Context: an optimization exercise on an open-source flow, tuned for a short achievable clock period and few clock cycles. The choices shown serve that exercise and are no tape-out recipe.
In this exercise RTL edits were held to simulation tests only and were not proved equivalent to the original.

==> flow/design.v (outline; a module is shown in full before it is edited, if it fits) <==
// module hb_core: 1273 lines
// module hb_predec: 53 lines
// module hb_ksa: 39 lines
// module hb_adec: 26 lines
// module hb_div: 107 lines
// module hb_multree: 1149 lines
// module hb_csr: 133 lines
// module e203_exu_decode: 811 lines
// module hb_regfile: 45 lines
// module e203_tcm_cpu: 39 lines
module e203_tcm_cpu (
  input                          clk,
  input                          rst_n,
  output                         itcm_ram_cs,
  output                         itcm_ram_we,
  output [(16-3)-1:0] itcm_ram_addr,
  output [8-1:0] itcm_ram_wem,
  output [64-1:0] itcm_ram_din,
  input  [64-1:0] itcm_ram_dout,
  output                         dtcm_ram_cs,
  output                         dtcm_ram_we,
  output [(16-2)-1:0] dtcm_ram_addr,
  output [4-1:0] dtcm_ram_wem,
  output [32-1:0] dtcm_ram_din,
  input  [32-1:0] dtcm_ram_dout
);
  // ...
==> flow/flow/run.sh <==
#!/bin/bash
set -euo pipefail
MARGIN=16
bash ./standard.sh SETUP_SLACK_MARGIN=$MARGIN finish > standard_make.log 2>&1
==> flow/standard.sh <==
#!/bin/bash
# synth_recipe.tcl (not shown) runs the flow's synth.tcl, then flattens the netlist and writes it again
# the make line also repeats each setting of config.mk as NAME=value (left out here)
make -C /OpenROAD-flow-scripts/flow DESIGN_CONFIG=/design/flow/config.mk WORK_HOME=/design/flow/orfs CLKGATE_MAP_FILE= SYNTH_SCRIPT=/design/flow/synth_recipe.tcl "${@:-finish}"
==> flow/config.mk <==
export PLATFORM = sky130hd
export DESIGN_NAME = e203_tcm_cpu
export DESIGN_NICKNAME = e203_tcm_cpu
export VERILOG_FILES = /design/flow/design.v
export SDC_FILE = /design/flow/constraint.sdc
export NUM_CORES = 8
export LEC_CHECK = 0
export CAP_MARGIN = 40
export CORE_MARGIN = 2
export CORE_UTILIZATION = 22
export GPL_ROUTABILITY_DRIVEN = 1
export PLACE_DENSITY = 0.4
export SLEW_MARGIN = 40
==> flow/constraint.sdc <==
create_clock -name core_clock -period 22.0 [get_ports {clk}]
set_input_delay 4.4000 -clock core_clock [delete_from_list [all_inputs] [get_ports {clk}]]
set_output_delay 4.4000 -clock core_clock [all_outputs]
set_load 0.01 [all_outputs]
==> out/results.txt, run 1 <==
Status: finished clean
M2 GR Usage: 44.6%
First-pass GRT wire length: 3030000 um
Initial Util: 22.0%
Post-CTS Resized: 2087
Leading area contributor after synthesis: edfxtp_1
Clock buf/inv share: 5.10%
Layout clock buffer count: 784
Final Hold Violating Endpoints: 0
Synth Area in Adders: 6.30%
Crit path arrival time: 7860 ps
Register area share after synthesis: 38.5%
Synth top area cells: edfxtp_1 (31%), nand2_1 (5.4%), mux2i_1 (5.3%), dfxtp_1 (5.0%), a22oi_1 (4.9%)
Final core utilization: 26.9%
Syn-to-layout area delta: 22.1%
IO Port Bufs: 236
WHS: 191 ps
H-Tree Depth: 6
YS warnings: 78
Share of layout cells above drive strength 1: 15.6%
Detail Route Antenna Nets: 0
Most common cell after layout, fill and taps aside: nand2_1
Final Cycle Share: 30.3%
Critical Path Source: u_core.iq_pd[0][50]
Syn Nets: 36000
Setup crit end: u_core.dc_cs
Multi-input comb cells: 26100
Kind of cell adding the most delay to the critical path: compound AO/OA/AOI/OAI gates
Multi-input logic portion of the cell area: 48.8%
Longest Clk Path Bufs: 5
Met1 usage: 38.5%
Drt first pass iters: 15
Post-Synth XOR/XNOR Area: 5.18%
Vias per std cell: 6.15
Mux contribution to synthesized area: 6.62%
Largest net degree at the start of global routing: 133
FF-to-FF path depth: 25
CP max stage delay: 670 ps
GR peak layer: met2
Sequential cell count: 4279
Testbench counts, summed over its fixed seeds: cycles 190,352.
==> inputs of run 2 (changes only) <==
--- a/flow/design.v
+++ b/flow/design.v
@@ -17,3 +17,3 @@
   localparam NB = 8;
-  localparam NQ = 6;    
+  localparam NQ = 8;    
   wire        flush;           
@@ -28,6 +28,17 @@
   wire [31:0] lsu_wdat;
-  reg  [12:0] u_btag;
-  reg  [1:0]  u_bslot;
-  reg         u_pt, u_taken, u_bjpok, u_inv, u_lpres, flush_d;
-  reg  [14:0] u_anpc;
+  wire [12:0] u_btag;
+  wire [1:0]  u_bslot;
+  wire        u_pt, u_taken;
+  reg         u_bjpok, u_inv, u_lpres, flush_d;
+  wire [14:0] u_anpc;
+  reg         u_sa;
+  reg  [12:0] ua_btag, ub_btag;
+  reg  [1:0]  ua_bslot, ub_bslot;
+  reg         ua_pt, ub_pt, ua_taken, ub_taken;
+  reg  [14:0] ua_anpc, ub_anpc;
+  assign u_btag  = u_sa ? ua_btag : ub_btag;
+  assign u_bslot = u_sa ? ua_bslot : ub_bslot;
+  assign u_pt    = u_sa ? ua_pt : ub_pt;
+  assign u_taken = u_sa ? ua_taken : ub_taken;
+  assign u_anpc  = u_sa ? ua_anpc : ub_anpc;
   wire        bu_inv, bu_set, bu_dec, bu_inc;
@@ -61,2 +72,5 @@
   reg  [2:0]  bt_vic;
+  reg         bt_dv   [0:NB-1];
+  reg  [63:0] bt_dat  [0:NB-1];
+  reg  [12:0] bt_tn   [0:NB-1];    
   wire [NB-1:0] pn_hitv;
@@ -70,2 +84,6 @@
   reg  [1:0]  pn_slot;
+  reg  [12:0] pn_tn;
+  reg  [63:0] pn_dat;
+  reg  [2:0]  pn_idx;
+  reg         pn_dv;
   integer bi;
@@ -74,2 +92,6 @@
     pn_slot = 2'b0;
+    pn_tn = 13'b0;
+    pn_dat = 64'b0;
+    pn_idx = 3'b0;
+    pn_dv = 1'b0;
     for (bi = 0; bi < NB; bi = bi + 1) begin
@@ -77,2 +99,6 @@
       pn_slot = pn_slot | ({2{pn_hitv[bi]}} & bt_slot[bi]);
+      pn_tn   = pn_tn   | ({13{pn_hitv[bi]}} & bt_tn[bi]);
+      pn_dat  = pn_dat  | ({64{pn_hitv[bi]}} & bt_dat[bi]);
+      pn_idx  = pn_idx  | ({3{pn_hitv[bi]}} & bi[2:0]);
+      pn_dv   = pn_dv   | (pn_hitv[bi] & bt_dv[bi]);
     end
@@ -87,17 +113,22 @@
   wire        pn_hit   = pn_hit_bt & ~lp_exit;
-  wire [12:0] pn_blk   = pn_hit ? pn_tgt[14:2] : (fr_blk + 13'd1);
-  wire [1:0]  pn_first = pn_hit ? pn_tgt[1:0] : 2'b0;
+  wire        px_ok    = pn_hit & pn_dv;           
+  wire [12:0] pn_blk   = px_ok ? pn_tn : pn_hit ? pn_tgt[14:2] : (fr_blk + 13'd1);
+  wire [1:0]  pn_first = (pn_hit & ~px_ok) ? pn_tgt[1:0] : 2'b0;
   wire [12:0] cand_blk   = fr_v ? pn_blk : fnx_blk;
   wire [1:0]  cand_first = fr_v ? pn_first : fnx_first;
-  wire [12:0] nreq_blk   = flush ? flush_pc[14:2] : cand_blk;
-  wire [1:0]  nreq_first = flush ? flush_pc[1:0] : cand_first;
-  reg  [2:0]  fq_cnt;
-  integer ci;
-  always @* begin
-    fq_cnt = 3'd0;
-    for (ci = 0; ci < NQ; ci = ci + 1) fq_cnt = fq_cnt + {2'b0, fq_v[ci]};
-  end
-  wire        f_space = flush | ((rsp_v & fr_v) ? ~fq_v[NQ-3] : (rsp_v | fr_v) ? ~fq_v[NQ-2] : ~fq_v[NQ-1]);
-  wire        f_issue = f_space & ~lsu_ic_req;
+  wire [12:0] nreq_blk   = cand_blk;
+  wire [1:0]  nreq_first = cand_first;
+  reg         rsp2_v;
+  wire [2:0]  f_infl = {1'b0, rsp_v} + {1'b0, rsp2_v} + {1'b0, fr_v, 1'b0};
+  wire        f_space = (f_infl == 3'd0) ? ~fq_v[NQ-2] : (f_infl == 3'd1) ? ~fq_v[NQ-3]
+                      : (f_infl == 3'd2) ? ~fq_v[NQ-4] : (f_infl == 3'd3) ? ~fq_v[NQ-5] : ~fq_v[NQ-6];
+  wire        f_issue = f_space & ~lsu_ic_req & ~flush;
   wire        f_push  = rsp_v & ~flush;
+  reg         fr_fl, rsp_fl, rsp_fseq;
+  reg  [2:0]  fr_fli, rsp_fli;
+  reg  [12:0] rsp2_blk;
+  reg  [1:0]  rsp2_first;
+  reg  [63:0] rsp2_dat;
+  reg  [2:0]  ic_wr_d;                  
+  wire        ic_wr = lsu_ic_req & lsu_we;
   always @(posedge clk or negedge rst_n) begin
@@ -106,2 +137,6 @@
       rsp_v <= 1'b0;
+      rsp2_v <= 1'b0;
+      fr_fl <= 1'b0;
+      rsp_fl <= 1'b0;
+      ic_wr_d <= 3'b0;
       fnx_blk <= 13'b0;
@@ -111,3 +146,10 @@
       rsp_v <= fr_v & ~flush;
-      if (~f_issue) begin
+      rsp2_v <= fr_v & px_ok & ~flush;
+      if (f_issue) fr_fl <= ~flush & fr_v & pn_hit & ~px_ok;
+      rsp_fl <= fr_v & fr_fl & ~flush;
+      ic_wr_d <= {ic_wr_d[1:0], ic_wr};
+      if (flush) begin
+        fnx_blk <= flush_pc[14:2];
+        fnx_first <= flush_pc[1:0];
+      end else if (~f_issue) begin
         fnx_blk <= nreq_blk;
@@ -124,2 +166,8 @@
     rsp_first <= fr_first;
+    if (f_issue) fr_fli <= pn_idx;
+    rsp_fli   <= fr_fli;
+    rsp_fseq  <= ~pn_hit_bt;
+    rsp2_blk  <= pn_tgt[14:2];
+    rsp2_first <= pn_tgt[1:0];
+    rsp2_dat  <= pn_dat;
     rsp_last  <= pn_hit ? pn_slot : 2'd3;
@@ -128,6 +176,3 @@
   end
-  always @(posedge clk or negedge rst_n) begin
-    if (!rst_n) ic_cs <= 1'b0;
-    else        ic_cs <= lsu_ic_req | f_issue;
-  end
+  always @(posedge clk) ic_cs <= rst_n & (lsu_ic_req | f_issue);
   always @(posedge clk) begin
@@ -140,11 +185,19 @@
   wire [13:0] early_addr;
+  reg         sq_v;
+  reg  [13:0] sq_addr;
+  reg  [3:0]  sq_wem;
+  reg  [31:0] sq_din;
+  wire        sq_in;
+  wire        sq_drain = sq_v & ~lsu_dc_req & ~ld1_iss & ~early_iss & ~s_early;
   always @(posedge clk or negedge rst_n) begin
-    if (!rst_n) dc_cs <= 1'b0;
-    else        dc_cs <= lsu_dc_req | early_iss;
+    if (!rst_n) sq_v <= 1'b0;
+    else        sq_v <= sq_in | (sq_v & ~sq_drain);
   end
+  always @(posedge clk) dc_cs <= rst_n & (lsu_dc_req | ld1_iss | early_iss | s_early | sq_v);
   always @(posedge clk) begin
-    dc_we   <= lsu_dc_req & lsu_we;
-    dc_addr <= lsu_dc_req ? lsu_addr[15:2] : early_addr;
-    dc_wem  <= lsu_wem;
-    dc_din  <= lsu_wdat;
+    dc_we   <= (lsu_dc_req & lsu_we) | sq_drain;
+    dc_addr <= lsu_dc_req ? lsu_addr[15:2] : ld1_iss ? g1_a[15:2] : s_early ? sb_addr[15:2]
+             : early_iss ? early_addr : sq_addr;
+    dc_wem  <= lsu_dc_req ? lsu_wem : sq_wem;
+    dc_din  <= lsu_dc_req ? lsu_wdat : sq_din;
   end
@@ -158,3 +211,3 @@
   reg         iq_bad  [0:NI-1];
-  reg  [51:0] iq_pd   [0:NI-1];
+  reg  [54:0] iq_pd   [0:NI-1];
   reg  [2:0]  iq_cnt;
@@ -211,5 +264,14 @@
   wire [14:0] aAnpc = aAe ? ((aA32 & ap1[2]) ? fq_tgt[1] : fq_tgt[0]) : aAseq;
-  wire [15:0] aBh0  = aA32 ? aw2 : aw1;
-  wire [15:0] aBh1  = aA32 ? aw3 : aw2;
-  wire        aB32  = aA32 ? a32_2 : a32_1;
+  wire [1:0]  xc    = fq_cur[1];
+  wire [2:0]  xp0   = {1'b1, xc};
+  wire [2:0]  xp1   = {1'b1, xc + 2'd1};
+  wire        x32   = p32[xp0];
+  wire [1:0]  xend  = xc + {1'b0, x32};
+  wire        xin   = ~(x32 & (xc == 2'd3)) & (xend <= fq_last[1]);
+  wire        xcross = aAe & ~(aA32 & ap1[2]);
+  wire        xok   = aApres & ~aAbad & xcross & fq_v[1] & xin;
+  wire        xe    = fq_pt[1] & (xend == fq_last[1]);
+  wire [15:0] aBh0  = xcross ? ph[xp0] : aA32 ? aw2 : aw1;
+  wire [15:0] aBh1  = xcross ? ph[xp1] : aA32 ? aw3 : aw2;
+  wire        aB32  = xcross ? x32 : aA32 ? a32_2 : a32_1;
   wire        aBsv  = aA32 ? av2 : av1;
@@ -220,8 +282,9 @@
   wire        aBe   = aB32 ? (aA32 ? ae3 : ae2) : aBse;
-  wire        aBok  = aApres & ~aAbad & ~aAe & aBsv & (~aB32 | aBev) & ~(aB32 & aBse);
+  wire        aBok  = xok | (aApres & ~aAbad & ~aAe & aBsv & (~aB32 | aBev) & ~(aB32 & aBse));
   wire [31:0] aBinst = {aBh1, aBh0};
-  wire [14:0] aBpc  = aAseq;
+  wire [14:0] aBpc  = xcross ? {fq_blk[1], xc} : aAseq;
   wire [14:0] aBseq = aBpc + (aB32 ? 15'd2 : 15'd1);
-  wire [14:0] aBnpc = aBe ? (aBep[2] ? fq_tgt[1] : fq_tgt[0]) : aBseq;
-  wire [51:0] aApd, aBpd;
+  wire        aBef  = xcross ? xe : aBe;
+  wire [14:0] aBnpc = aBef ? ((xcross | aBep[2]) ? fq_tgt[1] : fq_tgt[0]) : aBseq;
+  wire [54:0] aApd, aBpd;
   hb_adec u_pdA (.inst(aAinst), .pd(aApd));
@@ -231,3 +294,3 @@
   wire        a_adv = a_n1 & ~aAbad;
-  wire [2:0]  a_pend = a_n2 ? aBep : (aA32 ? ap1 : ap0);    
+  wire [2:0]  a_pend = a_n2 ? (xcross ? {1'b1, xend} : aBep) : (aA32 ? ap1 : ap0);    
   wire        pop1  = a_adv & (a_pend[2] | (a_pend[1:0] == fq_last[0]));
@@ -256,11 +319,16 @@
   wire [1:0]  s_bslot   = s_endpc[1:0];
-  wire [51:0] pd0 = iq_pd[0], pd1 = iq_pd[1];
-  wire [4:0]  q0_rs1 = pd0[51:47], q0_rs2 = pd0[46:42];
-  wire        q0_rs1en = pd0[41], q0_rs2en = pd0[40];
-  wire        q0_pld = pd0[39];
-  wire [1:0]  q0_lsz = pd0[38:37];
-  wire [15:0] q0_limm = pd0[36:21];
-  wire        q0_lsgn = pd0[20];
-  wire [4:0]  q1_rs1 = pd1[51:47], q1_rs2 = pd1[46:42];
-  wire        q1_rs1en = pd1[41], q1_rs2en = pd1[40];
+  wire [54:0] pd0 = iq_pd[0], pd1 = iq_pd[1];
+  wire [4:0]  q0_rs1 = pd0[53:49], q0_rs2 = pd0[48:44];
+  wire        q0_rs1en = pd0[43], q0_rs2en = pd0[42];
+  wire        q0_pld = pd0[41];
+  wire [1:0]  q0_lsz = pd0[40:39];
+  wire [15:0] q0_limm = pd0[38:23];
+  wire        q0_lsgn = pd0[22];
+  wire [4:0]  q1_rs1 = pd1[53:49], q1_rs2 = pd1[48:44];
+  wire        q1_rs1en = pd1[43], q1_rs2en = pd1[42];
+  wire        q1_pld = pd1[41];
+  wire [1:0]  q1_lsz = pd1[40:39];
+  wire [15:0] q1_limm = pd1[38:23];
+  wire        q1_lsgn = pd1[22];
+  wire        q1_usign = pd1[54];
   wire        dec_rs1x0, dec_rs2x0, dec_rs1en, dec_rs2en, dec_rdwen;
@@ -446,3 +514,3 @@
   wire        d_wr     = dec_rdwen & ~d_ilg;
-  wire [31:0] rf_rd1, rf_rd2, rf_rd3, rf_rd4, rf_rd1r;
+  wire [31:0] rf_rd1, rf_rd2, rf_rd3, rf_rd4, rf_rd1r, rf_rd3r;
   wire        rf_wea, rf_web, rf_wec;
@@ -452,3 +520,3 @@
     .clk(clk), .ra1(q0_rs1), .ra2(q0_rs2), .ra3(q1_rs1), .ra4(q1_rs2),
-    .rd1(rf_rd1), .rd2(rf_rd2), .rd3(rf_rd3), .rd4(rf_rd4), .rd1_raw(rf_rd1r),
+    .rd1(rf_rd1), .rd2(rf_rd2), .rd3(rf_rd3), .rd4(rf_rd4), .rd1_raw(rf_rd1r), .rd3_raw(rf_rd3r),
     .wea(rf_wea), .waa(rf_waa), .wda(rf_wda), .web(rf_web), .wab(rf_wab), .wdb(rf_wdb),
@@ -480,2 +548,3 @@
   reg         e_early;         
+  reg         e_chain;         
   reg         e_fz1, e_fz2;    
@@ -491,2 +560,22 @@
   reg         m1_v, m1_wr;
+  reg         e1_ld, e1_usign;                 
+  reg         e1_lb, e1_lbxa, e1_lbxb;         
+  reg         e1_cs1, e1_cs2;                  
+  reg  [1:0]  e_csk;                           
+  reg         e1_replay;                       
+  reg         e1_early;                        
+  reg  [2:0]  e1_la;
+  reg  [1:0]  e1_size;
+  reg         m1_ld, m1_ldw, m1_usign, m1_early;
+  reg         m1_lb, m1_lbxa, m1_lbxb, m1_lpis_t, m1_lpis_s, m1_lpt, m1_lbneg;
+  reg  [5:0]  m1_lbk;
+  reg  [31:0] m1_lba, m1_lbb;
+  reg  [14:0] m1_ltgt, m1_lseq;
+  reg  [12:0] m1_lbtag;
+  reg  [1:0]  m1_lbslot;
+  reg         w1_ld, w1_ldw, w1_early, w1_usign;
+  reg  [2:0]  w1_la;
+  reg  [1:0]  w1_size;
+  reg  [2:0]  m1_la;
+  reg  [1:0]  m1_size;
   reg  [4:0]  m1_rd;
@@ -518,4 +607,4 @@
   function [4:0] fsel(input u, input [4:0] r,
-                      input he1, input he0, input hm1, input hm0, input mldearly, input hwl);
-    fsel = ~u ? 5'b00000 : he1 ? 5'b01000 : he0 ? 5'b00001 : hm1 ? 5'b10000
+                      input he1, input he0, input hm1, input hm1l, input hm0, input mldearly, input hwl);
+    fsel = ~u ? 5'b00000 : he1 ? 5'b01000 : he0 ? 5'b00001 : hm1 ? 5'b10000 : hm1l ? 5'b00100
          : hm0 ? (mldearly ? 5'b00100 : 5'b00010) : hwl ? 5'b00100 : 5'b00000;
@@ -525,2 +614,4 @@
   wire pM1w = m1_v & m1_wr;
+  wire pM1L = m1_v & m1_ldw & m1_early;              
+  wire pW1L = w1_v & w1_ldw & ~w1_early;             
   wire pM0w = m_v & m_wr;
@@ -537,8 +628,12 @@
   wire x2m1 = rs2u & pM1w & (m1_rd == q0_rs2);
-  wire [4:0] d_fs1 = fsel(rs1u, q0_rs1, x1e1, e1, x1m1, m1, m_ld & m_early, pWLw & (w_rd == q0_rs1));
-  wire [4:0] d_fs2 = fsel(rs2u, q0_rs2, x2e1, e2, x2m1, m2, m_ld & m_early, pWLw & (w_rd == q0_rs2));
+  wire x1m1l = rs1u & pM1L & (m1_rd == q0_rs1);
+  wire x2m1l = rs2u & pM1L & (m1_rd == q0_rs2);
+  wire [4:0] d_fs1 = fsel(rs1u, q0_rs1, x1e1, e1, x1m1, x1m1l, m1, m_ld & m_early, (pWLw & (w_rd == q0_rs1)) | (pW1L & (w1_rd == q0_rs1)));
+  wire [4:0] d_fs2 = fsel(rs2u, q0_rs2, x2e1, e2, x2m1, x2m1l, m2, m_ld & m_early, (pWLw & (w_rd == q0_rs2)) | (pW1L & (w1_rd == q0_rs2)));
   wire [4:0] s_fs1 = fsel(q1_rs1en, q1_rs1, pE1w & (e1_rd == q1_rs1), pE0w & (e_rd == q1_rs1),
-                          pM1w & (m1_rd == q1_rs1), pM0w & (m_rd == q1_rs1), m_ld & m_early, pWLw & (w_rd == q1_rs1));
+                          pM1w & (m1_rd == q1_rs1), pM1L & (m1_rd == q1_rs1), pM0w & (m_rd == q1_rs1),
+                          m_ld & m_early, (pWLw & (w_rd == q1_rs1)) | (pW1L & (w1_rd == q1_rs1)));
   wire [4:0] s_fs2 = fsel(q1_rs2en, q1_rs2, pE1w & (e1_rd == q1_rs2), pE0w & (e_rd == q1_rs2),
-                          pM1w & (m1_rd == q1_rs2), pM0w & (m_rd == q1_rs2), m_ld & m_early, pWLw & (w_rd == q1_rs2));
+                          pM1w & (m1_rd == q1_rs2), pM1L & (m1_rd == q1_rs2), pM0w & (m_rd == q1_rs2),
+                          m_ld & m_early, (pWLw & (w_rd == q1_rs2)) | (pW1L & (w1_rd == q1_rs2)));
   wire e_slow = (e_agu & eg_load) | e_mul;
@@ -561,3 +656,6 @@
   wire fz_ok = e_v & e_wr & e_mul & em_lo & (e_rd != 5'd0) & (fz_a ^ fz_b);
-  wire d_stall = (d_hz_e & e_slow & ~fz_ok) | (d_hz_m & m_ld & ~m_early);
+  wire d_hz_e1 = e1_v & e1_wr & e1_ld & hz_any(e1_rd, d_is32, cf0, cf1, cf2, cf3, cf4, cf5);
+  wire d_hz_m1 = m1_v & m1_ldw & ~m1_early & hz_any(m1_rd, d_is32, cf0, cf1, cf2, cf3, cf4, cf5);
+  wire d_hz_lb = e1_v & e1_lb & ~q0_elig;
+  wire d_stall = (d_hz_e & e_slow & ~fz_ok) | (d_hz_m & m_ld & ~m_early) | d_hz_e1 | d_hz_m1 | d_hz_lb;
   wire       q0_elig = pd0[19];
@@ -577,4 +675,49 @@
   wire q1_hz   = (e_v & e_wr & e_slow & dep(e_rd, q1_sa, q1_sau, q1_sb, q1_sbu))
+               | (e1_v & e1_wr & e1_ld & dep(e1_rd, q1_sa, q1_sau, q1_sb, q1_sbu))
+               | (m1_v & m1_ldw & ~m1_early & dep(m1_rd, q1_sa, q1_sau, q1_sb, q1_sbu))
                | (m_v & m_wr & m_ld & ~m_early & dep(m_rd, q1_sa, q1_sau, q1_sb, q1_sbu));
-  wire d_pair_c = iq_v[1] & ~iq_bad[1] & q0_elig & q1_elig & ~d_pt & ~q1_dep & ~q1_hz;
+  wire q0_isbr = pd0[21], q0_ismem = pd0[20], q1_isbr = pd1[21];
+  wire sb_ok, e_mem_busy;
+  wire m_flush;                                
+  wire lb_taken, lb_dec;
+  wire [14:0] m_lbnpc;
+  wire [15:0] ch0_a, ch0_b, ch1_a, ch1_b;
+  wire        e_addt, e1_addt;                
+  wire q1_alup = q1_elig & ~(q0_isbr & q1_isbr);
+  wire q1_ldp  = q1_pld & ~q0_ismem;
+  wire d_pt_ok = ~d_pt | (q0_isbr & ~s_pt);
+  wire [6:0] d_op  = d_inst[6:0];
+  wire [2:0] d_f3  = d_inst[14:12];
+  wire cs_opi  = d_is32 & (d_op == 7'b0010011);
+  wire cs_op   = d_is32 & (d_op == 7'b0110011) & (d_inst[31:25] == 7'b0);
+  wire c01_100 = ~d_is32 & (d_inst[1:0] == 2'b01) & (d_inst[15:13] == 3'b100);
+  wire cs_car  = c01_100 & (d_inst[11:10] == 2'b11) & ~d_inst[12];
+  wire cs_and  = ((cs_opi | cs_op) & (d_f3 == 3'b111)) | (c01_100 & (d_inst[11:10] == 2'b10))
+               | (cs_car & (d_inst[6:5] == 2'b11));
+  wire cs_or   = ((cs_opi | cs_op) & (d_f3 == 3'b110)) | (cs_car & (d_inst[6:5] == 2'b10))
+               | (cs_opi & (d_f3 == 3'b000) & (d_inst[19:15] == 5'd0))                      
+               | (~d_is32 & (d_inst[1:0] == 2'b01) & (d_inst[15:13] == 3'b010)) | p_cmv;    
+  wire cs_xor  = ((cs_opi | cs_op) & (d_f3 == 3'b100)) | (cs_car & (d_inst[6:5] == 2'b01));
+  wire cs_lui  = (d_is32 & (d_op == 7'b0110111))
+               | (~d_is32 & (d_inst[1:0] == 2'b01) & (d_inst[15:13] == 3'b011) & (d_inst[11:7] != 5'd2));
+  wire q1_alu  = q1_elig & ~q1_isbr;
+  wire cs_ok   = (cs_and | cs_or | cs_xor | cs_lui) & q1_alu;
+  wire cs_1    = q1_rs1en & (q1_rs1 == q0_rd) & (q0_rd != 5'd0);
+  wire cs_2    = q1_rs2en & (q1_rs2 == q0_rd) & (q0_rd != 5'd0);
+  wire lq_e1a = pE1w & (e1_rd == q1_sa);
+  wire lq_e1b = pE1w & (e1_rd == q1_sb);
+  wire lq_e0a = pE0w & (e_rd == q1_sa) & ~lq_e1a;
+  wire lq_e0b = pE0w & (e_rd == q1_sb) & ~lq_e1b;
+  wire e0_eld = e_agu & eg_load & e_early;
+  wire e1_eld = e1_ld & e1_early;
+  wire q1_ua  = q1_sau & (q1_sa != 5'd0);
+  wire q1_ub  = q1_sbu & (q1_sb != 5'd0);
+  wire lb_xa  = q1_ua & ((lq_e1a & e1_eld) | (lq_e0a & e0_eld));
+  wire lb_xb  = q1_ub & ((lq_e1b & e1_eld) | (lq_e0b & e0_eld));
+  wire lb_bad = (q1_ua & ((lq_e1a & e1_ld & ~e1_early) | (lq_e0a & e_slow & ~e0_eld)))
+              | (q1_ub & ((lq_e1b & e1_ld & ~e1_early) | (lq_e0b & e_slow & ~e0_eld)))
+              | (m1_v & m1_ldw & ~m1_early & dep(m1_rd, q1_sa, q1_sau, q1_sb, q1_sbu))
+              | (m_v & m_wr & m_ld & ~m_early & dep(m_rd, q1_sa, q1_sau, q1_sb, q1_sbu));
+  wire q1_lb  = q1_isbr & (lb_xa | lb_xb) & ~lb_bad;
+  wire d_pair_c = iq_v[1] & ~iq_bad[1] & q0_elig & (q1_alup | q1_ldp) & d_pt_ok & ~(q1_dep & ~cs_ok) & ~(q1_hz & ~q1_lb);
   wire d_gnf = d_present & (d_bad | ~d_stall) & ~e_hold;    
@@ -585,7 +728,15 @@
   wire        wl1 = rs1u & w_v & w_wr & w_ld & (w_rd == q0_rs1);
-  wire        eb_ok = ~x1e1 & ~e1 & (x1m1 | ~(m1 & (m_ld | m_mul))) & (x1m1 | m1 | (~wl1 & ~(xa1 & ~wn1)));
+  wire        x1m1ll = rs1u & m1_v & m1_ldw & ~m1_early & (m1_rd == q0_rs1);
+  wire        wl1b = rs1u & w1_v & w1_ldw & (w1_rd == q0_rs1);
+  wire        eb_ch = x1e1 | e1;
+  wire        eb_ok = x1e1 ? e1_addt : e1 ? e_addt
+                    : (~x1m1l & ~x1m1ll & (x1m1 | ~(m1 & (m_ld | m_mul)))
+                       & (x1m1 | m1 | (~wl1 & ~wl1b & ~(xa1 & ~wn1))));
   wire [31:0] eb_base = x1m1 ? m1_res : m1 ? m_res : rf_rd1r;
-  wire [15:0] eb_addr;                                       
+  wire [15:0] eb_s1, eb_s0, eb_sb;
   wire        eb_co;
-  hb_ksa #(16) u_eba (.a(eb_base[15:0]), .b(q0_limm), .ci(1'b0), .s(eb_addr), .co(eb_co));
+  hb_add3 #(16) u_eb1 (.a(ch1_a), .b(ch1_b), .c(q0_limm), .s(eb_s1));
+  hb_add3 #(16) u_eb0 (.a(ch0_a), .b(ch0_b), .c(q0_limm), .s(eb_s0));
+  hb_ksa #(16) u_eba (.a(eb_base[15:0]), .b(q0_limm), .ci(1'b0), .s(eb_sb), .co(eb_co));
+  wire [15:0] eb_addr = x1e1 ? eb_s1 : e1 ? eb_s0 : eb_sb;    
   wire        eb_mis  = ((q0_lsz == 2'b01) & eb_addr[0]) | ((q0_lsz == 2'b10) & (eb_addr[1:0] != 2'b00));
@@ -594,3 +745,29 @@
   wire        eb_dtcm = eb_base[28] ^ ((~q0_lsgn & eb_lo[12] & (&eb_base[27:12])) | (q0_lsgn & ~eb_lo[12] & ~(|eb_base[27:12])));
-  wire        d_early = d_gnf & ~d_bad & q0_pld & eb_ok & ~eb_mis & eb_dtcm;
+  wire        d_early = d_gnf & ~d_bad & q0_pld & eb_ok & ~eb_mis & (eb_ch | eb_dtcm);
+  wire        y_e1 = pE1w & (e1_rd == q1_rs1);
+  wire        y_e0 = pE0w & (e_rd == q1_rs1);
+  wire        y_m1 = pM1w & (m1_rd == q1_rs1);
+  wire        y_m1l = pM1L & (m1_rd == q1_rs1);
+  wire        y_m0 = pM0w & (m_rd == q1_rs1);
+  wire        y_wn = (w_v & w_wr & ~w_ld & (w_rd == q1_rs1)) | (w1_v & w1_wr & (w1_rd == q1_rs1));
+  wire        y_xa = x_ldv & (x_rd == q1_rs1);
+  wire        y_wl = (w_v & w_wr & w_ld & (w_rd == q1_rs1)) | (w1_v & w1_ldw & (w1_rd == q1_rs1));
+  wire        y_m1ll = m1_v & m1_ldw & ~m1_early & (m1_rd == q1_rs1);
+  wire        sb_ch = q1_rs1en & (y_e1 | y_e0);
+  assign      sb_ok = ~q1_rs1en | (y_e1 ? e1_addt : y_e0 ? e_addt
+                                  : (~y_m1l & ~y_m1ll & (y_m1 | ~(y_m0 & (m_ld | m_mul)))
+                                     & (y_m1 | y_m0 | (~y_wl & ~(y_xa & ~y_wn)))));
+  wire [31:0] sb_base = y_m1 ? m1_res : y_m0 ? m_res : rf_rd3r;
+  wire [15:0] sb_s1, sb_s0, sb_sb;
+  wire        sb_co;
+  hb_add3 #(16) u_sb1 (.a(ch1_a), .b(ch1_b), .c(q1_limm), .s(sb_s1));
+  hb_add3 #(16) u_sb0 (.a(ch0_a), .b(ch0_b), .c(q1_limm), .s(sb_s0));
+  hb_ksa #(16) u_sba (.a(q1_rs1en ? sb_base[15:0] : 16'b0), .b(q1_limm), .ci(1'b0), .s(sb_sb), .co(sb_co));
+  wire [15:0] sb_addr = (q1_rs1en & y_e1) ? sb_s1 : (q1_rs1en & y_e0) ? sb_s0 : sb_sb;
+  wire        sb_mis  = ((q1_lsz == 2'b01) & sb_addr[0]) | ((q1_lsz == 2'b10) & (sb_addr[1:0] != 2'b00));
+  wire [12:0] sb_lo;
+  hb_ksa #(12) u_sblo (.a(sb_base[11:0]), .b(q1_limm[11:0]), .ci(1'b0), .s(sb_lo[11:0]), .co(sb_lo[12]));
+  wire        sb_dtcm = sb_base[28] ^ ((~q1_lsgn & sb_lo[12] & (&sb_base[27:12])) | (q1_lsgn & ~sb_lo[12] & ~(|sb_base[27:12])));
+  wire        s_ldgo  = d_pair & q1_pld;                  
+  wire        s_early = s_ldgo & sb_ok & ~sb_mis & (sb_ch | sb_dtcm) & ~e_mem_busy;    
   integer qi;
@@ -652,2 +829,11 @@
       end
+      if (rsp2_v & (qi > 0) & fq_pushat[(qi + NQ - 1) % NQ]) begin    
+        nq_v[qi]    = 1'b1;
+        nq_blk[qi]  = rsp2_blk;
+        nq_cur[qi]  = rsp2_first;
+        nq_last[qi] = 2'd3;
+        nq_pt[qi]   = 1'b0;
+        nq_tgt[qi]  = rsp_tgt;
+        nq_dat[qi]  = rsp2_dat;
+      end
     end
@@ -679,3 +865,3 @@
   reg         ni_bad  [0:NI-1];
-  reg  [51:0] ni_pd   [0:NI-1];
+  reg  [54:0] ni_pd   [0:NI-1];
   wire [NI-1:0] iq_pushA, iq_pushB;
@@ -728,3 +914,3 @@
         ni_v[ii] = 1'b1; ni_inst[ii] = aBinst; ni_pc[ii] = aBpc; ni_npc[ii] = aBnpc;
-        ni_is32[ii] = aB32; ni_pt[ii] = aBe; ni_bad[ii] = 1'b0; ni_pd[ii] = aBpd;
+        ni_is32[ii] = aB32; ni_pt[ii] = aBef; ni_bad[ii] = 1'b0; ni_pd[ii] = aBpd;
       end
@@ -753,3 +939,3 @@
   end
-  wire e_mem_busy = e_v & e_agu & ~e_early;
+  assign e_mem_busy = (e_v & e_agu & ~e_early & ~(eg_store & ~sq_v)) | (e1_v & e1_ld & ~e1_early);
   assign early_iss  = d_early & ~e_mem_busy;
@@ -782,2 +968,7 @@
       e1_btag <= s_btag; e1_bslot <= s_bslot;
+      e1_ld <= q1_pld; e1_early <= s_early;
+      e1_lb <= q1_lb; e1_lbxa <= lb_xa; e1_lbxb <= lb_xb;
+      e1_cs1 <= cs_ok & cs_1; e1_cs2 <= cs_ok & cs_2;
+      e_csk <= cs_and ? 2'd0 : cs_or ? 2'd1 : cs_xor ? 2'd2 : 2'd3;
+      e1_la <= sb_addr[2:0]; e1_size <= q1_lsz; e1_usign <= q1_usign;
     end
@@ -825,2 +1016,3 @@
       e_early <= d_early & ~e_mem_busy;
+      e_chain <= eb_ch;
       e_fz1 <= fz_ok & fz_a;
@@ -854,4 +1046,7 @@
   wire [31:0] fz_x  = e_fz1 ? a2 : a1;
-  wire [31:0] fz_s3 = fz_x ^ m_s2[31:0] ^ m_c2[31:0];
-  wire [31:0] fz_c3 = {(fz_x[30:0] & m_s2[30:0]) | (fz_x[30:0] & m_c2[30:0]) | (m_s2[30:0] & m_c2[30:0]), 1'b0};
+  wire [31:0] fz_p  = m_s2[31:0] ^ m_c2[31:0];
+  wire [31:0] fz_o  = m_s2[31:0] | m_c2[31:0];
+  wire [31:0] fz_g  = m_s2[31:0] & m_c2[31:0];
+  wire [31:0] fz_s3 = fz_x ^ fz_p;
+  wire [31:0] fz_c3 = {(fz_x[30:0] & fz_o[30:0]) | fz_g[30:0], 1'b0};
   wire [31:0] fz_sum;
@@ -860,2 +1055,5 @@
   wire        e_fz = e_fz1 | e_fz2;
+  assign ch0_a = a1[15:0];
+  assign ch0_b = a2[15:0];
+  assign e_addt = e_alu & ea_add & ~e_fz;
   wire [31:0] alu_res =
@@ -893,4 +1091,8 @@
   wire        e203_bmis = eb_bxx & (b_taken ^ e_bneg);
-  wire [31:0] c1 = a1_pc ? {16'h8000, e1_pc, 1'b0} : op1b;
-  wire [31:0] c2 = a1_imm ? e1_imm : op2b;
+  wire [31:0] cs_val = (e_csk == 2'd0) ? (a1 & a2) : (e_csk == 2'd1) ? (a1 | a2) : (e_csk == 2'd2) ? (a1 ^ a2) : a2;
+  wire [31:0] c1 = a1_pc ? {16'h8000, e1_pc, 1'b0} : e1_cs1 ? cs_val : op1b;
+  wire [31:0] c2 = a1_imm ? e1_imm : e1_cs2 ? cs_val : op2b;
+  assign ch1_a = a1_pc ? {e1_pc[14:0], 1'b0} : op1b[15:0];
+  assign ch1_b = a1_imm ? e1_imm[15:0] : op2b[15:0];
+  assign e1_addt = e1_alu & a1_add & ~e1_cs1 & ~e1_cs2;
   wire [31:0] c_sum, c_sub;
@@ -925,2 +1127,12 @@
   wire        e1_bmis = b1_bxx & (b1_taken ^ e1_bneg);
+  wire [15:0] g1_a;
+  wire        g1_co;
+  hb_ksa #(16) u_g1 (.a(op1b[15:0]), .b(e1_imm[15:0]), .ci(1'b0), .s(g1_a), .co(g1_co));
+  wire [12:0] g1_lo;
+  hb_ksa #(12) u_g1lo (.a(op1b[11:0]), .b(e1_imm[11:0]), .ci(1'b0), .s(g1_lo[11:0]), .co(g1_lo[12]));
+  wire        g1_s    = e1_imm[31];
+  wire        g1_dtcm = op1b[28] ^ ((~g1_s & g1_lo[12] & (&op1b[27:12])) | (g1_s & ~g1_lo[12] & ~(|op1b[27:12])));
+  wire        g1_mis  = ((e1_size == 2'b01) & g1_a[0]) | ((e1_size == 2'b10) & (g1_a[1:0] != 2'b00));
+  wire        ld1_iss = e1_v & e1_ld & ~e1_early & g1_dtcm & ~g1_mis;
+  always @* e1_replay = e1_ld & (~(g1_dtcm & ~g1_mis) | (sq_v & (g1_a[15:2] == sq_addr)));
   wire        g_ofst0 = eg_amo | eg_excl;
@@ -947,3 +1159,6 @@
   reg  [31:0] rsv_a;
-  wire        sc_ok = rsv_v & (op1 == rsv_a);      
+  reg         cl_v;
+  reg  [31:0] cl_a;
+  wire        cl_hit = cl_v & (cl_a == rsv_a);
+  wire        sc_ok = rsv_v & ~cl_hit & (op1 == rsv_a);      
   localparam A_IDLE = 3'd0, A_RD = 3'd1, A_DAT = 3'd2, A_WR = 3'd3, A_MIS = 3'd4;
@@ -988,4 +1203,6 @@
   assign e_hold = e_v & e_busy;
-  wire e_done = e_v & ~e_busy;
-  wire e_ok   = e_done & ~e_refetch & ~e_trap;       
+  wire e_done = e_v & ~e_busy & ~m_flush;           
+  wire e_rep0 = e_agu & eg_load & ~ag_mis & ((e_early & e_chain & ~ag_dtcm) | (sq_v & (ag_a[15:2] == sq_addr)));
+  wire e_go   = e_done & ~e_refetch & ~e_trap;       
+  wire e_ok   = e_go & ~e_rep0;                      
   wire [31:0] csr_rdata, mtvec_r, mepc_r;
@@ -993,6 +1210,7 @@
   wire e_fnci = e_ok & e_bjp & eb_fnci;
-  wire e_instret = e_done & ~e_refetch & ~(e_bjp & (eb_mret | eb_fnci)) & ~(e_bjp & e203_bmis);
-  wire flush0 = e_done & (e_refetch | e_trap | e_mret | e_fnci | e_mp);
-  wire e1_ok = e1_v & e_ok;
-  wire e1_instret = e1_ok & ~e1_bmis;
+  wire e_instret = e_done & ~e_refetch & ~e_rep0 & ~(e_bjp & (eb_mret | eb_fnci)) & ~(e_bjp & e203_bmis);
+  wire flush0 = e_done & (e_refetch | e_rep0 | e_trap | e_mret | e_fnci | e_mp);
+  wire e1_ok = e1_v & e_ok & ~e_mp;
+  wire e1_cm = e1_ok & ~e1_replay;                   
+  wire e1_instret = e1_cm & ~(e1_bmis & ~e1_lb);     
   hb_csr u_csr (
@@ -1003,9 +1221,10 @@
     .trap(e_done & e_trap), .trap_epc(e_pcfull), .trap_cause(e_cause), .trap_tval(e_tval),
-    .mret(e_mret), .instret({e_instret & e1_instret, e_instret ^ e1_instret}),
+    .mret(e_mret), .instret({e_instret & e1_instret, e_instret ^ e1_instret}), .instret_dec(lb_dec),
     .mtvec_r(mtvec_r), .mepc_r(mepc_r)
   );
-  assign flush = flush0 | (e1_ok & e1_mp);
-  assign flush_pc = ~flush0 ? e1_anpc
+  assign flush = m_flush | flush0 | (e1_ok & ((e1_mp & ~e1_lb) | e1_replay));
+  assign flush_pc = m_flush ? m_lbnpc
+                  : ~flush0 ? (e1_replay ? e1_pc : e1_anpc)
                   : e_trap ? mtvec_r[15:1]
-                  : e_refetch ? e_pc
+                  : (e_refetch | e_rep0) ? e_pc
                   : e_mret ? mepc_r[15:1]
@@ -1013,5 +1232,5 @@
                   : e_anpc;
-  wire ld_iss = e_ok & e_agu & eg_load & ~e_early;
-  wire st_iss = e_ok & e_agu & eg_store & (~eg_excl | sc_ok);
-  wire am_rd  = amo_go & (amo_st == A_IDLE);
+  wire ld_iss = e_go & e_agu & eg_load & ~e_early;
+  wire st_iss = e_go & e_agu & eg_store & (~eg_excl | sc_ok);
+  wire am_rd  = amo_go & (amo_st == A_IDLE) & ~sq_v;      
   wire am_wr  = e_v & e_agu & eg_amo & (amo_st == A_WR);
@@ -1019,3 +1238,11 @@
   assign lsu_ic_req = mem_iss & ~ag_dtcm;
-  assign lsu_dc_req = mem_iss & ag_dtcm;
+  assign lsu_dc_req = (ld_iss | am_rd | am_wr) & ag_dtcm;
+  assign sq_in = st_iss & ag_dtcm;
+  always @(posedge clk) begin
+    if (sq_in) begin
+      sq_addr <= ag_a[15:2];
+      sq_wem  <= st_wem;
+      sq_din  <= st_wdat;
+    end
+  end
   assign lsu_we   = st_iss | am_wr;
@@ -1028,2 +1255,3 @@
       rsv_v <= 1'b0;
+      cl_v <= 1'b0;
       ir_hi <= 16'b0;
@@ -1032,3 +1260,3 @@
         A_IDLE: if (am_rd) amo_st <= A_RD;
-                else if (e_v & e_agu & eg_amo & ~e_refetch) amo_st <= A_MIS;
+                else if (e_v & e_agu & eg_amo & ~e_refetch & (amo_mis | ~sq_v)) amo_st <= A_MIS;
         A_RD:   amo_st <= A_DAT;
@@ -1037,5 +1265,6 @@
       endcase
+      cl_v <= st_iss | am_wr;
       if (ld_iss & eg_excl) rsv_v <= 1'b1;
-      else if (((st_iss | am_wr) & rsv_v & (ag_a == rsv_a)) | (e_done & e_trap) | e_mret) rsv_v <= 1'b0;
-      if (e1_ok & e1_rv32) ir_hi <= e1_inst[31:16];
+      else if (cl_hit | (e_done & e_trap) | e_mret) rsv_v <= 1'b0;
+      if (e1_cm & e1_rv32) ir_hi <= e1_inst[31:16];
       else if (e_done & ~e_refetch & e_rv32) ir_hi <= e_inst[31:16];
@@ -1045,5 +1274,6 @@
     if (ld_iss & eg_excl) rsv_a <= ag_a;
+    cl_a <= ag_a;
     amo_sel <= {ag_dtcm, ~ag_dtcm & ag_a[2], ~ag_dtcm & ~ag_a[2]};
   end
-  wire        us1     = e1_ok & (b1_bxx | e1_pt);
+  wire        us1     = e1_ok & ~e1_lb & (b1_bxx | e1_pt);
   always @(posedge clk or negedge rst_n) begin
@@ -1052,6 +1282,6 @@
     end else begin
-      u_bjpok <= us1 ? (e1_ok & b1_bxx) : (e_ok & e_bjp & e_bjpx);
-      u_inv   <= us1 ? (e1_ok & e1_pt & ~b1_bxx)
-                     : ((e_done & e_refetch) | (e_done & e_pt & ~(e_bjp & e_bjpx & ~e_refetch & ~e_trap)));
-      u_lpres <= us1 ? (e1_ok & b1_bxx) : (e_ok & e_bjp & eb_bxx);    
+      u_bjpok <= m1_lb | (us1 ? (e1_ok & b1_bxx) : (e_ok & e_bjp & e_bjpx));
+      u_inv   <= ~m1_lb & (us1 ? (e1_ok & e1_pt & ~b1_bxx)
+                     : ((e_done & e_refetch) | (e_done & e_pt & ~(e_bjp & e_bjpx & ~e_refetch & ~e_trap))));
+      u_lpres <= m1_lb | (us1 ? (e1_ok & b1_bxx) : (e_ok & e_bjp & eb_bxx));    
       flush_d <= flush;
@@ -1060,7 +1290,13 @@
   always @(posedge clk) begin
-    u_btag  <= us1 ? e1_btag : e_btag;
-    u_bslot <= us1 ? e1_bslot : e_bslot;
-    u_pt    <= us1 ? e1_pt : e_pt;
-    u_taken <= us1 ? b1_taken : b_taken;
-    u_anpc  <= us1 ? e1_anpc : e_anpc;
+    u_sa     <= m1_lb | us1;
+    ua_btag  <= m1_lb ? m1_lbtag : e1_btag;
+    ua_bslot <= m1_lb ? m1_lbslot : e1_bslot;
+    ua_pt    <= m1_lb ? m1_lpt : e1_pt;
+    ua_taken <= m1_lb ? lb_taken : b1_taken;
+    ua_anpc  <= m1_lb ? m_lbnpc : e1_anpc;
+    ub_btag  <= e_btag;
+    ub_bslot <= e_bslot;
+    ub_pt    <= e_pt;
+    ub_taken <= b_taken;
+    ub_anpc  <= e_anpc;
   end
@@ -1096,3 +1332,5 @@
   wire        lp_nt    = lp_res & ~u_taken & lp_me;
-  wire        lp_alloc = lp_res & ~u_taken & u_pt & ~lp_me & ~lp_conf;
+  reg  [1:0]  lp_steal;
+  wire        lp_other = lp_res & ~u_taken & u_pt & ~lp_me;
+  wire        lp_alloc = lp_other & (~lp_conf | (lp_steal == 2'd3));
   wire [5:0]  lp_acnt_n = lp_tk ? ((lp_acnt == 6'd63) ? lp_acnt : lp_acnt + 6'd1) : (lp_nt | lp_alloc) ? 6'd0 : lp_acnt;
@@ -1101,5 +1339,7 @@
     if (!rst_n) begin
-      lp_v <= 1'b0; lp_conf <= 1'b0; lp_acnt <= 6'd0; lp_scnt <= 6'd0;
+      lp_v <= 1'b0; lp_conf <= 1'b0; lp_acnt <= 6'd0; lp_scnt <= 6'd0; lp_steal <= 2'd0;
     end else begin
       lp_acnt <= lp_acnt_n;
+      if (lp_alloc | (lp_nt & lp_conf)) lp_steal <= 2'd0;
+      else if (lp_other & (lp_steal != 2'd3)) lp_steal <= lp_steal + 2'd1;
       if (lp_alloc) begin
@@ -1123,2 +1363,28 @@
   end
+  wire bf_ok = rsp_v & rsp_fl & rsp_fseq & ~(|ic_wr_d) & ~ic_wr & ~bu_inv & ~bu_set;
+  wire [NB-1:0] bf_en;
+  generate
+    for (gi = 0; gi < NB; gi = gi + 1) begin : g_bf
+      assign bf_en[gi] = bf_ok & (rsp_fli == gi) & bt_v[gi] & (bt_tgt[gi] == {rsp_blk, rsp_first});
+    end
+  endgenerate
+  always @(posedge clk or negedge rst_n) begin
+    if (!rst_n) begin
+      for (bi = 0; bi < NB; bi = bi + 1) bt_dv[bi] <= 1'b0;
+    end else begin
+      for (bi = 0; bi < NB; bi = bi + 1) begin
+        if (ic_wr | bu_inv | bu_set) bt_dv[bi] <= bt_dv[bi] & ~ic_wr & ~(bu_inv & bu_hitv[bi])
+                                                & ~(bu_set & (bu_hit ? (bu_hitv[bi] & (bt_tgt[bi] != bu_tgt)) : (bt_vic == bi)));
+        else if (bf_en[bi]) bt_dv[bi] <= 1'b1;
+      end
+    end
+  end
+  always @(posedge clk) begin
+    for (bi = 0; bi < NB; bi = bi + 1) begin
+      if (bf_en[bi]) begin
+        bt_dat[bi] <= ic_dout;
+        bt_tn[bi]  <= rsp_blk + 13'd1;
+      end
+    end
+  end
   always @(posedge clk or negedge rst_n) begin
@@ -1158,5 +1424,7 @@
       m1_v <= 1'b0;
+      m1_lb <= 1'b0;
     end else begin
       m_v <= e_ok;
-      m1_v <= e1_ok;
+      m1_v <= e1_cm;
+      m1_lb <= e1_cm & e1_lb;
     end
@@ -1164,2 +1432,23 @@
   always @(posedge clk) begin
+    m1_lbxa <= e1_lbxa; m1_lbxb <= e1_lbxb;
+    m1_lba  <= op1b; m1_lbb <= op2b;
+    m1_lbk  <= {b1_bgtu, b1_bltu, b1_bgt, b1_blt, b1_bne, b1_beq};
+    m1_lpis_t <= e1_pis_t; m1_lpis_s <= e1_pis_s; m1_lpt <= e1_pt; m1_lbneg <= e1_bneg;
+    m1_ltgt <= e1_tgt; m1_lseq <= e1_seq;
+    m1_lbtag <= e1_btag; m1_lbslot <= e1_bslot;
+  end
+  wire [31:0] lb_a = m1_lbxa ? x_ldval : m1_lba;
+  wire [31:0] lb_b = m1_lbxb ? x_ldval : m1_lbb;
+  wire [31:0] lb_dif;
+  wire        lb_co;
+  hb_ksa #(32) u_lbcmp (.a(lb_a), .b(~lb_b), .ci(1'b1), .s(lb_dif), .co(lb_co));
+  wire        lb_eq  = (lb_a == lb_b);
+  wire        lb_ltu = ~lb_co;
+  wire        lb_lt  = (lb_a[31] ^ lb_b[31]) ? lb_a[31] : lb_ltu;
+  assign      lb_taken = (m1_lbk[0] & lb_eq) | (m1_lbk[1] & ~lb_eq) | (m1_lbk[2] & lb_lt) | (m1_lbk[3] & ~lb_lt)
+                       | (m1_lbk[4] & lb_ltu) | (m1_lbk[5] & ~lb_ltu);
+  assign      m_flush = m1_lb & (lb_taken ? ~m1_lpis_t : ~m1_lpis_s);
+  assign      m_lbnpc = lb_taken ? m1_ltgt : m1_lseq;
+  assign      lb_dec  = m1_lb & (lb_taken ^ m1_lbneg);      
+  always @(posedge clk) begin
     m1_wr  <= e1_wr & e1_alu;
@@ -1167,2 +1456,8 @@
     m1_res <= alu1_res;
+    m1_ld  <= e1_ld;
+    m1_ldw <= e1_ld & e1_wr;
+    m1_la  <= e1_early ? e1_la : g1_a[2:0];
+    m1_early <= e1_early;
+    m1_size <= e1_size;
+    m1_usign <= e1_usign;
   end
@@ -1201,2 +1496,8 @@
     w1_res <= m1_res;
+    w1_ld  <= m1_ld;
+    w1_ldw <= m1_ldw;
+    w1_early <= m1_early;
+    w1_la  <= m1_la;
+    w1_size <= m1_size;
+    w1_usign <= m1_usign;
   end
@@ -1219,12 +1520,16 @@
   assign rf_wdc = w1_res;
-  wire a_fromm = m_v & m_ld & m_early;        
+  wire a_fromm  = m_v & m_ld & m_early;       
+  wire a_fromm1 = m1_v & m1_ld & m1_early;    
+  wire a_fromw1 = w1_v & w1_ld & ~w1_early;   
   always @(posedge clk or negedge rst_n) begin
     if (!rst_n) x_ldv <= 1'b0;
-    else        x_ldv <= (m_v & m_wr & m_ld & m_early) | (w_v & w_wr & w_ld & ~w_early);
+    else        x_ldv <= (m_v & m_wr & m_ld & m_early) | (m1_v & m1_ldw & m1_early) | (w_v & w_wr & w_ld & ~w_early)
+                       | (w1_v & w1_ldw & ~w1_early);
   end
-  wire       a_ldi   = a_fromm ? m_ldi : w_ldi;
-  wire [2:0] a_la    = a_fromm ? m_la : w_la;
-  wire [1:0] a_size  = a_fromm ? m_size : w_size;
-  wire       a_usign = a_fromm ? m_usign : w_usign;
-  wire [4:0] a_rd    = a_fromm ? m_rd : w_rd;
+  wire       a_s1    = a_fromm1 | a_fromw1;
+  wire       a_ldi   = a_fromm ? m_ldi : a_s1 ? 1'b0 : w_ldi;
+  wire [2:0] a_la    = a_fromm ? m_la : a_fromm1 ? m1_la : a_fromw1 ? w1_la : w_la;
+  wire [1:0] a_size  = a_fromm ? m_size : a_fromm1 ? m1_size : a_fromw1 ? w1_size : w_size;
+  wire       a_usign = a_fromm ? m_usign : a_fromm1 ? m1_usign : a_fromw1 ? w1_usign : w_usign;
+  wire [4:0] a_rd    = a_fromm ? m_rd : a_fromm1 ? m1_rd : a_fromw1 ? w1_rd : w_rd;
   wire       w_sb = (a_size == 2'b00), w_sh = (a_size == 2'b01), w_sw = (a_size == 2'b10);
@@ -1275,3 +1580,3 @@
   input  [31:0] inst,
-  output [19:0] pd
+  output [21:0] pd
 );
@@ -1309,2 +1614,7 @@
           | c_arith | c_bz | c_slli | c_mvadd;
+  wire isbr  = s1_br | c_bz;                                   
+  wire ismem = (is32 & ((o == 7'b0000011) | (o == 7'b0100011)))
+             | (~is32 & (((cq == 2'b00) & ((cf == 3'b010) | (cf == 3'b110))) | ((cq == 2'b10) & ((cf == 3'b010) | (cf == 3'b110)))));
+  wire c_lw   = ~is32 & (cq == 2'b00) & (cf == 3'b010);
+  wire c_lwsp = ~is32 & (cq == 2'b10) & (cf == 3'b010);
   wire hasrd = e1 ? (~s1_br & ~c_bz)
@@ -1317,3 +1627,4 @@
   wire [4:0] sa = is32 ? inst[19:15]
-                : (c_a4spn | c_a16sp) ? 5'd2
+                : (c_a4spn | c_a16sp | c_lwsp) ? 5'd2
+                : c_lw ? p9
                 : (c_sh | c_andi | c_arith | c_bz) ? p9
@@ -1324,3 +1635,15 @@
   wire       sbu = s1_op | s1_br | ~is32;
-  assign pd = {e0_32 | e0_16, e1, hasrd, rd, sa, sau, sb, sbu};
+  assign pd = {isbr, ismem, e0_32 | e0_16 | isbr, e1, hasrd, rd, sa, sau, sb, sbu};
+endmodule
+module hb_add3 #(
+  parameter W = 16
+) (
+  input  [W-1:0] a,
+  input  [W-1:0] b,
+  input  [W-1:0] c,
+  output [W-1:0] s
+);
+  wire co;
+  hb_ksa #(W) u_add (.a(a ^ b ^ c), .b({(a[W-2:0] & b[W-2:0]) | (a[W-2:0] & c[W-2:0]) | (b[W-2:0] & c[W-2:0]), 1'b0}),
+                     .ci(1'b0), .s(s), .co(co));
 endmodule
@@ -1367,5 +1690,5 @@
   input  [31:0] inst,
-  output [51:0] pd
+  output [54:0] pd
 );
-  wire [19:0] p;
+  wire [21:0] p;
   hb_predec u_p (.inst(inst), .pd(p));
@@ -1389,3 +1712,4 @@
   wire pld = agu & info[(((((0+3-1)+1)+1-1)+1)+1-1)   :((((0+3-1)+1)+1-1)+1)] & ~info[(((((((((((((0+3-1)+1)+1-1)+1)+1-1)+1)+1-1)+1)+2-1)+1)+1-1)+1)+1-1)   :((((((((((((0+3-1)+1)+1-1)+1)+1-1)+1)+1-1)+1)+2-1)+1)+1-1)+1)];
-  assign pd = {rs1idx, rs2idx, rs1en, rs2en, pld, info[(((((((((0+3-1)+1)+1-1)+1)+1-1)+1)+1-1)+1)+2-1)   :((((((((0+3-1)+1)+1-1)+1)+1-1)+1)+1-1)+1)], imm[15:0], imm[31], p};
+  assign pd = {info[(((((((((((0+3-1)+1)+1-1)+1)+1-1)+1)+1-1)+1)+2-1)+1)+1-1)  :((((((((((0+3-1)+1)+1-1)+1)+1-1)+1)+1-1)+1)+2-1)+1)], rs1idx, rs2idx, rs1en, rs2en, pld, info[(((((((((0+3-1)+1)+1-1)+1)+1-1)+1)+1-1)+1)+2-1)   :((((((((0+3-1)+1)+1-1)+1)+1-1)+1)+1-1)+1)],
+               imm[15:0], imm[31], p};
 endmodule
@@ -1402,3 +1726,3 @@
 );
-  localparam S_IDLE = 3'd0, S_NORM = 3'd1, S_ITER = 3'd2, S_FIX = 3'd3, S_ZERO = 3'd4;
+  localparam S_IDLE = 3'd0, S_NORM = 3'd1, S_ITER = 3'd2, S_FIX = 3'd3, S_ZERO = 3'd4, S_NSH = 3'd5;
   reg [2:0]  st;
@@ -1408,3 +1732,5 @@
   reg [31:0] A, Q;
+  reg [33:0] ub3;           
   reg [5:0]  cnt;
+  reg [6:0]  k2r;           
   reg        c_v;
@@ -1436,10 +1762,14 @@
   wire       kpos = ~kq[6] & (kq != 7'd0);
-  wire [63:0] lsh = {ua, 32'b0} >> kq[5:0];    
-  wire [32:0] R2  = {R[31:0], A[31]};
-  wire [33:0] sub = {1'b0, R2} - {2'b0, ub};
-  wire        ge  = ~sub[33];
+  wire [6:0] k2 = kq + {6'b0, kq[0]};                 
+  wire [63:0] lsh = {ua, 32'b0} >> k2r[5:0];   
+  wire [33:0] R4 = {R[31:0], A[31:30]};
+  wire [34:0] d1 = {1'b0, R4} - {3'b0, ub};
+  wire [34:0] d2 = {1'b0, R4} - {2'b0, ub, 1'b0};
+  wire [34:0] d3 = {1'b0, R4} - {1'b0, ub3};
+  wire [1:0]  dig = ~d3[34] ? 2'd3 : ~d2[34] ? 2'd2 : ~d1[34] ? 2'd1 : 2'd0;
+  wire [33:0] Rs  = ~d3[34] ? d3[33:0] : ~d2[34] ? d2[33:0] : ~d1[34] ? d1[33:0] : R4;
   wire [31:0] qf = qneg ? (32'b0 - Q) : Q;
   wire [31:0] rf = rneg ? (32'b0 - R[31:0]) : R[31:0];
-  wire [31:0] Qn = {Q[30:0], ge};
-  wire [31:0] Rn = ge ? sub[31:0] : R2[31:0];
+  wire [31:0] Qn = {Q[29:0], dig};
+  wire [31:0] Rn = Rs[31:0];
   wire last_done = (st == S_ITER) & (cnt == 6'd1) & ~qneg & ~rneg;
@@ -1455,3 +1785,4 @@
         S_IDLE: if (start) st <= S_NORM;
-        S_NORM: st <= quick ? S_IDLE : kpos ? S_ITER : S_ZERO;
+        S_NORM: st <= quick ? S_IDLE : kpos ? S_NSH : S_ZERO;
+        S_NSH:  st <= S_ITER;
         S_ZERO: st <= S_IDLE;
@@ -1461,3 +1792,3 @@
       if (done & ~(quick & hit_r)) c_v <= 1'b1;
-      if (st > S_ZERO) st <= S_IDLE;
+      if (st > S_NSH) st <= S_IDLE;
     end
@@ -1476,14 +1807,15 @@
         Q <= 32'b0;
-        if (kpos) begin
-          R <= {1'b0, lsh[63:32]};
-          A <= lsh[31:0];
-          cnt <= kq[5:0];
-        end else begin
-          R <= {1'b0, ua};
-        end
+        ub3 <= {2'b0, ub} + {1'b0, ub, 1'b0};
+        k2r <= k2;
+        R <= {1'b0, ua};
+      end
+      S_NSH: begin
+        R <= {1'b0, lsh[63:32]};
+        A <= lsh[31:0];
+        cnt <= {1'b0, k2r[5:1]};
       end
       S_ITER: begin
-        R <= ge ? sub[32:0] : R2;
-        A <= {A[30:0], 1'b0};
-        Q <= {Q[30:0], ge};
+        R <= {1'b0, Rs[31:0]};
+        A <= {A[29:0], 2'b00};
+        Q <= Qn;
         cnt <= cnt - 6'd1;
@@ -2665,2 +2997,3 @@
   input  [1:0]  instret,     
+  input         instret_dec,   
   output [31:0] mtvec_r,
@@ -2698,2 +3031,6 @@
   reg [31:0] mcycle, mcycleh, minstret, minstreth;
+  reg [1:0]  ir_pend;
+  reg        ir_nocy;        
+  reg        ir_dec;         
+  wire [31:0] minstret_v, minstreth_v;
   reg [2:0]  cntstop;
@@ -2719,4 +3056,4 @@
     | ({32{sel_mcycleh }} & mcycleh)
-    | ({32{sel_minstret}} & minstret)
-    | ({32{sel_minstreth}} & minstreth)
+    | ({32{sel_minstret}} & minstret_v)
+    | ({32{sel_minstreth}} & minstreth_v)
     | ({32{sel_cntstop }} & {29'b0, cntstop})
@@ -2737,3 +3074,12 @@
   wire        mi_c2 = &minstret[31:1];     
-  wire        mi_cy = instret[1] ? mi_c2 : (instret[0] & mi_c1);
+  wire [31:0] mi_m1 = minstret - 32'd1;
+  wire [31:0] mh_m1 = minstreth - 32'd1;
+  wire        mi_b1 = ~(|minstret);        
+  wire        n_m1 = ir_dec & (ir_pend == 2'd0);
+  wire        n_p1 = ir_dec ? ir_pend[1] : ir_pend[0];
+  wire        n_p2 = ~ir_dec & ir_pend[1];
+  wire        mi_cy = ~ir_nocy & ((n_p2 & mi_c2) | (n_p1 & mi_c1));
+  wire        mi_bw = ~ir_nocy & n_m1 & mi_b1;
+  assign minstret_v  = n_p2 ? mi_p2 : n_p1 ? mi_p1 : n_m1 ? mi_m1 : minstret;
+  assign minstreth_v = mi_cy ? mh_p1 : mi_bw ? mh_m1 : minstreth;
   wire cy_stop = cntstop[0];
@@ -2746,2 +3092,3 @@
       mcycle <= 32'b0; mcycleh <= 32'b0; minstret <= 32'b0; minstreth <= 32'b0;
+      ir_pend <= 2'b0; ir_nocy <= 1'b0; ir_dec <= 1'b0;
       cntstop <= 3'b0; mcgstop <= 2'b0; itcmnoh <= 1'b0; mdvnob2b <= 1'b0;
@@ -2768,7 +3115,7 @@
       else if (~cy_stop & (mcycle == 32'hFFFF_FFFF)) mcycleh <= mcycleh + 32'd1;
-      minstret  <= (wen & sel_minstret) ? wdat
-                 : (ir_stop | ~(|instret)) ? minstret
-                 : instret[1] ? mi_p2 : mi_p1;
-      minstreth <= (wen & sel_minstreth) ? wdat
-                 : (~ir_stop & mi_cy) ? mh_p1 : minstreth;
+      minstret  <= (wen & sel_minstret) ? wdat : minstret_v;
+      minstreth <= (wen & sel_minstreth) ? wdat : minstreth_v;
+      ir_pend   <= (ir_stop | (wen & sel_minstret)) ? 2'b0 : instret;
+      ir_nocy   <= wen & sel_minstreth;
+      ir_dec    <= ~ir_stop & instret_dec;
       if (wen & sel_cntstop) cntstop <= wdat[2:0];
@@ -3602,2 +3949,3 @@
   output [31:0] rd1_raw,     
+  output [31:0] rd3_raw,     
   input         wea,
@@ -3635,2 +3983,3 @@
   assign rd1_raw = rdp(ra1, rf[ra1], 1'b0);
+  assign rd3_raw = rdp(ra3, rf[ra3], 1'b0);
 endmodule
==> run 2 against run 1 <==
Compared with the run above:
- still clean on timing, DRC and antenna
- worst hold slack improved by 110 ps
- non-clock buffer count rose by 1152
- cell count rose by 24%
- first-iteration DRC count rose by 18%
- critical path depth rose by 1
- highest routed layer unchanged
==> out/results.txt, run 2 <==
Initial Util: 22.0% (about the same)
Most common cell after layout, fill and taps aside: nand2_1 (unchanged)
YS warnings: 81 (was 78)
Met1 usage: 39.3% (was 38.5%)
Fmax: 0.149 GHz (was 0.150 GHz)
M2 GR Usage: 41.4% (was 44.6%)
H-Tree Depth: 6 (unchanged)
Global route overflow: 0 (unchanged)
WHS: 301 ps (was 191 ps)
Synth top area cells: edfxtp_1 (32%), dfxtp_1 (5.7%), mux2i_1 (5.5%), nand2_1 (5.1%), a22oi_1 (4.4%) (was edfxtp_1 (31%), nand2_1 (5.4%), mux2i_1 (5.3%), dfxtp_1 (5.0%), a22oi_1 (4.9%))
Final Hold Violating Endpoints: 0 (unchanged)
Syn avg cell area: 9.07 sq um (was 8.91 sq um)
Core region area: 1750000 sq um (was 1400000 sq um)
Syn-to-layout area delta: 24.9% (was 22.1%)
CTS tree: done (unchanged)
Final Cycle Share: 30.6% (was 30.3%)
Worst relative slew slack: 25.6% (was 17.4%)
Vias per std cell: 6.04 (was 6.15)
Drt first pass iters: 17 (was 15)
Register area share after synthesis: 39.8% (was 38.5%)
Largest net degree at the start of global routing: 130 (was 133)
Dpl ws: 12340 ps (was 12830 ps)
Status: finished clean (unchanged)
Leading area contributor after synthesis: edfxtp_1 (unchanged)
Clock sink total: 5535 (was 4279)
Longest Clk Path Bufs: 5 (unchanged)
Detail Route Antenna Nets: 0 (unchanged)
Final core utilization: 27.5% (was 26.9%)
First-pass GRT wire length: 3650000 um (was 3030000 um)
Share of layout cells above drive strength 1: 17.7% (was 15.6%)
Slew Limit Fails: 0 (unchanged)
Syn Nets: 44100 (was 36000)
Worst skew pair latency: 1330 ps (was 1320 ps)
GR peak layer: met2 (unchanged)
run 2: cell count changes in the layout (fill, tap and decap cells not counted), sizes merged, moves of 183 or more:
| cell | previous run | this run |
|---|---|---|
| clkbuf | 801 | 1068 |
| o21ai | 2128 | 3054 |
| xnor2 | 1011 | 1333 |
| dfxtp | 772 | 1096 |
| a21oi | 2322 | 2810 |
| edfxtp | 3143 | 4052 |
| a22oi | 2038 | 2237 |
| buf | 2342 | 3362 |
| nor2 | 2734 | 3059 |
| mux2i | 1642 | 2135 |
| ha | 750 | 986 |
| inv | 988 | 1327 |
| nand2 | 4435 | 5285 |
| a211oi | 236 | 419 |
run 2: routing by layer:
layer	wire, um	vias to the layer above
met2	1120000	32100
met3	374000	8236
met1	1140000	206000
met5	5560	-
li1	-	159000
met4	222000	188
run 2: cells by family after synthesis:
family	count (synthesis)	share of synthesized area [%]
AO/OA/AOI/OAI	12800	22.1
flip-flops	5535	39.8
multiplexers	2597	7.05
other	1	0.000974
buffers and inverters	5248	5.20
adder cells (fa/ha/maj)	1558	6.18
AND/OR/NAND/NOR	12400	14.4
XOR/XNOR	2326	5.31
run 2: final cells by class:
class                   count  area [sq um]  area share [%]
diodes                    500          1250           0.260
clock buffers             967         20000            4.17
clock inverters           371          3970           0.826
inverters                1354          5620            1.17
multi-input cells       31700        226000            47.0
flip-flops and latches   5535        154000            32.0
well taps               23200         29000            6.03
repair buffers           3634         40900            8.51
repair inverters            1          7.51         0.00156
run 2: metrics by stage:
step / area (sq um)
after floorplan: 386000
after global placement: 420000
after detailed placement: 423000
after CTS: 469000
after global routing: 480000
final: 481000
run 2: path summary, 6_finish.rpt:
check / from / endpoint / slack, ps / cells past startpoint
max in group asynchronous: rst_n / rst_sync_r[1] / 18570 / 1
min reg2reg: rst_sync_r[1] / u_core.bt_v[0] / 300 / 0
min in group core_clock: u_core.e_bslot[0] / u_core.ub_bslot[0] / 310 / 0
max reg2reg: u_core.e_fs1[4] / u_core.m1_res[28] / 15270 / 26
min: rst_sync_r[1] / u_core.bt_v[0] / 300 / 0
max: u_core.e_fs1[4] / u_core.m1_res[28] / 15270 / 26
run 2: worst max-delay path, cell delays in order (launching register included):
cell	delay [ps]
dfxtp_4	360
buf_4	160
bufbuf_16	300
a222oi_1	860
nand2_1	230
a21oi_4	260
buf_12	180
nor2_4	100
inv_2	90
ha_1	140
inv_1	60
mux4_2	510
o21ai_4	170
mux2i_1	140
mux2_4	330
ha_4	280
a21o_1	180
a21oi_2	180
o21ai_0	100
a41o_1	260
o41ai_4	390
o22ai_2	170
o41ai_2	210
buf_4	190
o21ai_4	80
a32o_1	290
or3b_4	360
run 2: repair_timing:
item                                     CTS  global route
hold buffers                               0             0
gates resized for setup                 2963          1083
buffers inserted                         861           350
endpoints found under the setup margin  3982          2614
pin swaps                                406           398
cloned                                   172           118
Testbench counts of run 2, summed over its fixed seeds: cycles 154,548.

[port drivers added, routing unchanged]
No port has a modelled driver above. Below, the same layouts with a new extraction and two added sets of constraints.
Step 1 assumes that a clkbuf_16 drives the clock port and a buf_2 every other input.
Step 2, shift: input delay + t, output delay - t, t = (earliest + latest rising clock arrival at the registers) / 2. This alone moves slack from input paths to output paths.
Three values: no drivers, after step 1, after step 2; two values: the first two.
run | shift t [ns] | setup WS [ns] | hold WS [ns] | worst register clock-pin slew, ns
run 1 | 1.361 | 15.336 / 15.336 / 14.675 | 0.191 / 0.191 / 0.191 | 0.08 / 0.08
run 2 | 1.471 | 15.271 / 15.271 / 14.834 | 0.301 / 0.301 / 0.301 | 0.08 / 0.08
After both steps setup and hold are still met in every run listed. The setup slack of run 1, which loses most, moves by 0.000 ns with the drivers and by -0.661 ns with both steps.
